Source: an optimization exercise on an open RTL-to-GDS flow (aim: small area). Production flows keep margins and buffers that such runs may drop. In this exercise RTL edits were held to simulation tests only and were not proved equivalent to the original. The clock port is modelled as an ideal driver; clocking choices that lean on that would not hold on a real chip. No activity file was given, so power comes from the tool's default toggle rates.

==> flow/design.v (excerpt) <==
module uart_main(
        input             sys_clk,
        input             rst,
        input [3:0]       key,
        input             UART_RX,
        input             SPI_MISO,
        output wire [3:0] scathod,
        output wire [6:0] ssegment,
        output wire [3:0] led,
        output wire       UART_TX,
        output wire       SPI_SCK,
        output wire       SPI_MOSI,
        output wire       SPI_SS
);
localparam P_CMD  = 5'd0;
localparam P_LEN  = 5'd1;
localparam P_AH   = 5'd2;
localparam P_AL   = 5'd3;
localparam P_PAY  = 5'd4;    
localparam P_CRC2 = 5'd5;
localparam R_CMD  = 5'd8;
localparam R_LEN  = 5'd9;
localparam R_AH   = 5'd10;
localparam R_AL   = 5'd11;
localparam R_DATA = 5'd12;
localparam R_CRCH = 5'd13;
localparam R_CRCL = 5'd14;
localparam R_ERR  = 5'd15;
localparam S_CMD  = 5'd16;   
localparam S_POLL = 5'd17;   
localparam S_SKIP = 5'd18;   
localparam S_DATA = 5'd19;   
reg  [4:0]  ph;
reg  [3:0]  cc;
reg  [3:0]  bc;
reg  [7:0]  sr;
reg  [15:0] crc;
reg  [7:0]  len;
reg  [7:0]  adr;
reg  [7:0]  i;
reg         rd, mem, cok, ahok;
reg         c0, inited;
reg         ss_n, sck, txr;
reg         rx0, rx1;
reg  [3:0]  led_r;
reg  [15:0] dig;
reg  [3:0]  sh_led;
reg  [7:0]  sh_dh, sh_dl;
wire [3:0] kst;
wire is_rx  = (ph[4:3] == 2'b00);
wire is_tx  = (ph[4:3] == 2'b01);
wire is_spi = ph[4];
wire [3:0] ccn = cc + 4'd1;
wire cc15 = (cc == 4'd15);
  ...
Size: ~7700 um^2 of cells after synthesis.
Settings: LEC_CHECK=0, CAP_MARGIN=20, CORE_MARGIN=2, CORE_UTILIZATION=60, SLEW_MARGIN=20, SYNTH_MEMORY_MAX_BITS=4096; clock period 10.0 ns.
standard.sh (not shown) runs the stock make flow with config.mk's settings and CLKGATE_MAP_FILE= SYNTH_SCRIPT=/design/flow/synth_recipe.tcl, a recipe that flattens the netlist after the stock synthesis.
==> flow/flow/run.sh <==
#!/bin/bash
# Own layout flow: the standard ORFS flow (standard.sh) with four changes.
#  1. Synthesis is synth_recipe.tcl unchanged except that Yosys's abc call uses
#     flow/area.abc, an area-oriented logic mapping script, instead of ORFS's speed
#     script. Registers are mapped before abc, so they keep their names and cells.
#  2. CTS runs without dummy loads (-dont_use_dummy_load), with clkbuf_8 buffers.
#  3. Ports are buffered (as the standard flow does) with sky130_fd_sc_hd__buf_1.
#  4. No adder extraction before abc (ADDER_MAP_FILE empty): abc maps the adders
#     together with the rest of the logic.
# Each tool's output goes to the ORFS logs under orfs/logs; make's output to flow.log.
set -euo pipefail
W=$(pwd)
F=$W/flow
{
  printf 'proc abc {args} {\n'
  printf '  set i [lsearch $args -script]\n'
  printf '  set args [lreplace $args $i [expr {$i + 1}] -script %s]\n' "$F/area.abc"
  printf '  yosys abc {*}$args\n'
  printf '}\n'
  cat "$W/synth_recipe.tcl"
} > "$W/area_synth.tcl"
sed -e "s#$W/synth_recipe.tcl#$W/area_synth.tcl#g" -e 's#^make -C \(.*\) "\${@:-finish}"$#make -C \1 ADDER_MAP_FILE= "${@:-finish}"#' "$W/standard.sh" > "$W/area_standard.sh"
grep -q "ADDER_MAP_FILE= " "$W/area_standard.sh"
grep -q area_synth.tcl "$W/area_standard.sh"
export CTS_ARGS="-sink_clustering_enable -repair_clock_nets -dont_use_dummy_load -buf_list sky130_fd_sc_hd__clkbuf_8"
export BUFFER_PORTS_ARGS="-buffer_cell sky130_fd_sc_hd__buf_1"
bash "$W/area_standard.sh" > "$W/flow.log" 2>&1
==> flow/flow/area.abc <==
strash; &get -n; &st; &deepsyn -J 20 -S 1; &dch -f; &nf -R 1000; &put
Rerun with:
--- a/flow/design.v
+++ b/flow/design.v
@@ -1,26 +1,26 @@
 module chatter_button
 (
         input       i_sys_clk,
         input       i_rst,
         input       i_key,
         output wire o_signal
 );
-reg PB_sync_0;
 reg PB_sync_1;
 reg PB_state;
 localparam [12:0] INV = 13'h0AAA;
 reg  [12:0] PB_cnt_q;
 wire [12:0] PB_cnt = PB_cnt_q ^ INV;
 wire PB_cnt_max = (PB_cnt == 13'h1BA4);
 wire PB_clear = (PB_sync_1 == PB_state) || PB_cnt_max;
 wire [12:0] PB_cnt_next = PB_clear ? 13'd0 : {PB_cnt[11:0], ~(PB_cnt[12] ^ PB_cnt[11])};
 assign o_signal = PB_state;
-always @(posedge i_sys_clk) PB_sync_0 <= i_rst ? 1'b0 : i_key;
-always @(posedge i_sys_clk) PB_sync_1 <= i_rst ? 1'b0 : PB_sync_0;
+reg PB_sync_0_n;
+always @(posedge i_sys_clk) PB_sync_0_n <= ~(i_rst ? 1'b0 : i_key);
+always @(posedge i_sys_clk) PB_sync_1 <= i_rst ? 1'b0 : ~PB_sync_0_n;
 always @(posedge i_sys_clk)
         PB_cnt_q <= PB_cnt_next ^ INV;
 always @(posedge i_sys_clk)
 begin
         if (i_rst)
                 PB_state <= 1'b0;
         else if (PB_sync_1 != PB_state && PB_cnt_max)
@@ -125,15 +125,15 @@
 reg  [15:0] crc;
 reg  [7:0]  len;
 reg  [7:0]  adr;
 reg  [7:0]  i;
 reg         rd, mem, cok, ahok;
 reg         c0, inited;
 reg         ss_n, sck, txr;
-reg         rx0, rx1;
+reg         rx0_n, rx1;    
 reg  [3:0]  led_r;
 reg  [15:0] dig;
 reg  [3:0]  sh_led;
 reg  [7:0]  sh_dh, sh_dl;
 wire [3:0] kst;
 wire is_rx  = (ph[4:3] == 2'b00);
 wire is_tx  = (ph[4:3] == 2'b01);
@@ -195,16 +195,16 @@
 assign SPI_SS   = ss_n;
 assign UART_TX  = txr;
 assign led      = ~led_r;
 wire rdv = cok & rd;    
 always @(posedge sys_clk)
 begin
         begin
-                rx0 <= UART_RX;
-                rx1 <= rx0;
+                rx0_n <= ~UART_RX;
+                rx1   <= ~rx0_n;
                 cc  <= ccn;
                 sck <= is_spi & ~bc[3] & ccn[3];
                 txr <= ~is_tx | (bc[3] ? (bc[2:0] != 3'd7) : bbit);
                 if (cc == 4'd7 && !bc[3] && !is_tx)
                         sr <= {is_spi ? SPI_MISO : rx1, sr[7:1]};
                 if (feed)
                         crc <= {crc[14:0], 1'b0} ^ (fb ? 16'h1021 : 16'h0000);
@@ -376,15 +376,15 @@
                 bc     <= 4'd9;
                 crc    <= 16'hFFFF;
                 c0     <= 1'b0;
                 inited <= 1'b0;
                 ss_n   <= 1'b1;
                 sck    <= 1'b0;
                 txr    <= 1'b1;
-                rx0    <= 1'b1;
+                rx0_n  <= 1'b0;
                 rx1    <= 1'b1;
                 led_r  <= 4'd0;
                 dig    <= 16'd0;
         end
 end
 chatter_button key1(.i_sys_clk(sys_clk), .i_rst(rst), .i_key(key[0]), .o_signal(kst[0]));
 chatter_button key2(.i_sys_clk(sys_clk), .i_rst(rst), .i_key(key[1]), .o_signal(kst[1]));
What happened:
- The new run ran to the end with no violations
- die area hardly moves
- routed wire length came out lower by 0.42%
- fmax is higher by 3.4%
- count of clock-buffer cells in the layout stays the same
- synthesized area barely changes
- non-clock buffer count drops by 3
- sequential share of layout area came out higher by 0.22 points
- power fell by 2.1%

== rev 12 ==
Another version of the RTL of uart_main (not shown whole).
For scale: roughly 780 cells after synthesis, roughly 7700 um^2 of cells after synthesis.
==> flow/config.mk <==
export PLATFORM = sky130hd
export DESIGN_NAME = uart_main
export DESIGN_NICKNAME = uart_main
export VERILOG_FILES = /design/flow/design.v
export SDC_FILE = /design/flow/constraint.sdc
export NUM_CORES = 4
export LEC_CHECK = 0
export CAP_MARGIN = 20
export CORE_MARGIN = 2
export CORE_UTILIZATION = 60
export SLEW_MARGIN = 20
export SYNTH_MEMORY_MAX_BITS = 4096
==> flow/constraint.sdc <==
create_clock -name core_clock -period 10.0 [get_ports {sys_clk}]
set_input_delay 2.0000 -clock core_clock [delete_from_list [all_inputs] [get_ports {sys_clk}]]
set_output_delay 2.0000 -clock core_clock [all_outputs]
set_load 0.01 [all_outputs]
==> flow/flow/run.sh <==
#!/bin/bash
# Own layout flow: the standard ORFS flow (standard.sh) with five changes.
#  1. Synthesis is synth_recipe.tcl unchanged except that Yosys's abc call uses
#     flow/area.abc, an area-oriented logic mapping script, instead of ORFS's speed
#     script. Registers are mapped before abc, so they keep their names and cells.
#  2. CTS runs without dummy loads (-dont_use_dummy_load), with clkbuf_8 buffers.
#  3. Ports are buffered (as the standard flow does) with sky130_fd_sc_hd__buf_1.
#  4. No adder extraction before abc (ADDER_MAP_FILE empty): abc maps the adders
#     together with the rest of the logic.
#  5. After CTS, flow/leafsize.tcl downsizes clock buffers (smallest fanout first)
#     as long as every flip-flop clock pin keeps a slew of at most 115 ps
#     (placement parasitics); the flow then goes on from the resized CTS result.
# Each tool's output goes to the ORFS logs under orfs/logs; make's output to flow.log.
set -euo pipefail
W=$(pwd)
F=$W/flow
{
  printf 'proc abc {args} {\n'
  printf '  set i [lsearch $args -script]\n'
  printf '  set args [lreplace $args $i [expr {$i + 1}] -script %s]\n' "$F/area.abc"
  printf '  yosys abc {*}$args\n'
  printf '}\n'
  cat "$W/synth_recipe.tcl"
} > "$W/area_synth.tcl"
sed -e "s#$W/synth_recipe.tcl#$W/area_synth.tcl#g" -e 's#^make -C \(.*\) "\${@:-finish}"$#make -C \1 ADDER_MAP_FILE= "${@:-finish}"#' "$W/standard.sh" > "$W/area_standard.sh"
grep -q "ADDER_MAP_FILE= " "$W/area_standard.sh"
grep -q area_synth.tcl "$W/area_standard.sh"
export CTS_ARGS="-sink_clustering_enable -repair_clock_nets -dont_use_dummy_load -buf_list sky130_fd_sc_hd__clkbuf_8"
export BUFFER_PORTS_ARGS="-buffer_cell sky130_fd_sc_hd__buf_1"
bash "$W/area_standard.sh" cts > "$W/flow_to_cts.log" 2>&1
R=$W/orfs/results/sky130hd/uart_main/base
CTS_RESULTS=$R openroad -no_init -no_splash -exit "$F/leafsize.tcl" > "$W/leafsize.log" 2>&1
cp "$R/4_1_cts.odb" "$R/4_cts.odb"
touch "$R/4_cts.sdc"
bash "$W/area_standard.sh" > "$W/flow.log" 2>&1
Other scripts of this flow, unchanged in this note and not shown: flow/flow/area.abc, flow/flow/leafsize.tcl
Modified inputs, rev 13 compared to rev 12
--- a/flow/design.v
+++ b/flow/design.v
@@ -163,28 +163,29 @@
 wire [7:0] errb = {6'b111111, crc_bad, ~crc_bad & aok};
 wire [7:0] srr = {sr[0], sr[1], sr[2], sr[3], sr[4], sr[5], sr[6], sr[7]};
 reg [7:0] txb;
 always @(*)
 begin
         case (ph[2:0])
         3'd0: txb = {rd, 6'b0, mem};
         3'd1: txb = len;
         3'd2: txb = 8'h49;
         3'd3: txb = adr;
-        3'd4: txb = mem ? srr : regdata;
+        3'd4: txb = regdata;
         3'd5: txb = crc[15:8];
         3'd6: txb = crc[7:0];
         default: txb = errb;
         endcase
 end
-wire [7:0] bsel = is_rx ? sr : txb;
-wire [2:0] bidx = bc[3] ? ~cc[2:0] : bc[2:0];
+wire use_sr = is_rx | (ph[2:0] == 3'd4 && mem);
+wire [7:0] bsel = use_sr ? srr : txb;
+wire [2:0] bidx = bc[3] ? (is_rx ? cc[2:0] : ~cc[2:0]) : bc[2:0];
 wire bbit = bsel[bidx];
 wire feed = ~cc[3] & bc[3] & (is_rx ? (bc[2:0] == 3'd0)
                                     : (bc[2:0] == 3'd7 && ph[2:0] <= 3'd4 && is_tx));
 wire fb = bbit ^ crc[15];
 reg [7:0] cmdb;
 always @(*)
 begin
         case (i[2:0])
         3'd0: cmdb = {3'b010, inited, 3'b000, c0 | inited};
         3'd5: cmdb = (c0 | inited) ? 8'hFF : 8'h95;
- Between rev 12 and rev 13, the difference in total of fill cells in the finished design is negligible.
- On part of the power in combinational logic, rev 12 and rev 13 are basically level.
- The run with more setup slack is rev 12; rev 13 has less.
- Rev 12 → rev 13: fraction of power consumed by sequential logic higher; total power consumption of the routed design did not really move; async set or reset register ratio after synthesis essentially unchanged; minimum setup slack after placement dropped 540 ps.

## re-timing with driven ports
Ports are ideal in the flow. The routed layouts listed here were re-timed in OpenROAD.
Step 1 assumes that a clkbuf_16 drives the clock port and a buf_2 every other input.
Step 2, shift: input delay + t, output delay - t, t = (earliest + latest rising clock arrival at the registers) / 2. This alone moves slack from input paths to output paths.
Three values: ideal ports, drivers, drivers and shift; two values: the first two.
| run | t, ns | setup slack, ns | latest minus earliest clock arrival (ns) | cell pins on the clock port's net |
|---|---|---|---|---|
| the first run of note 1 | 0.483 | 4.799 / 4.755 / 5.238 | 0.030 / 0.030 | 1 |
| the second run of note 1 | 0.479 | 4.968 / 4.930 / 5.409 | 0.032 / 0.032 | 1 |
| rev 12 | 0.600 | 5.356 / 5.320 / 5.920 | 0.038 / 0.038 | 1 |
| rev 13 | 0.483 | 4.839 / 4.797 / 5.280 | 0.038 / 0.039 | 1 |
After both steps setup and hold are still met in every run listed.
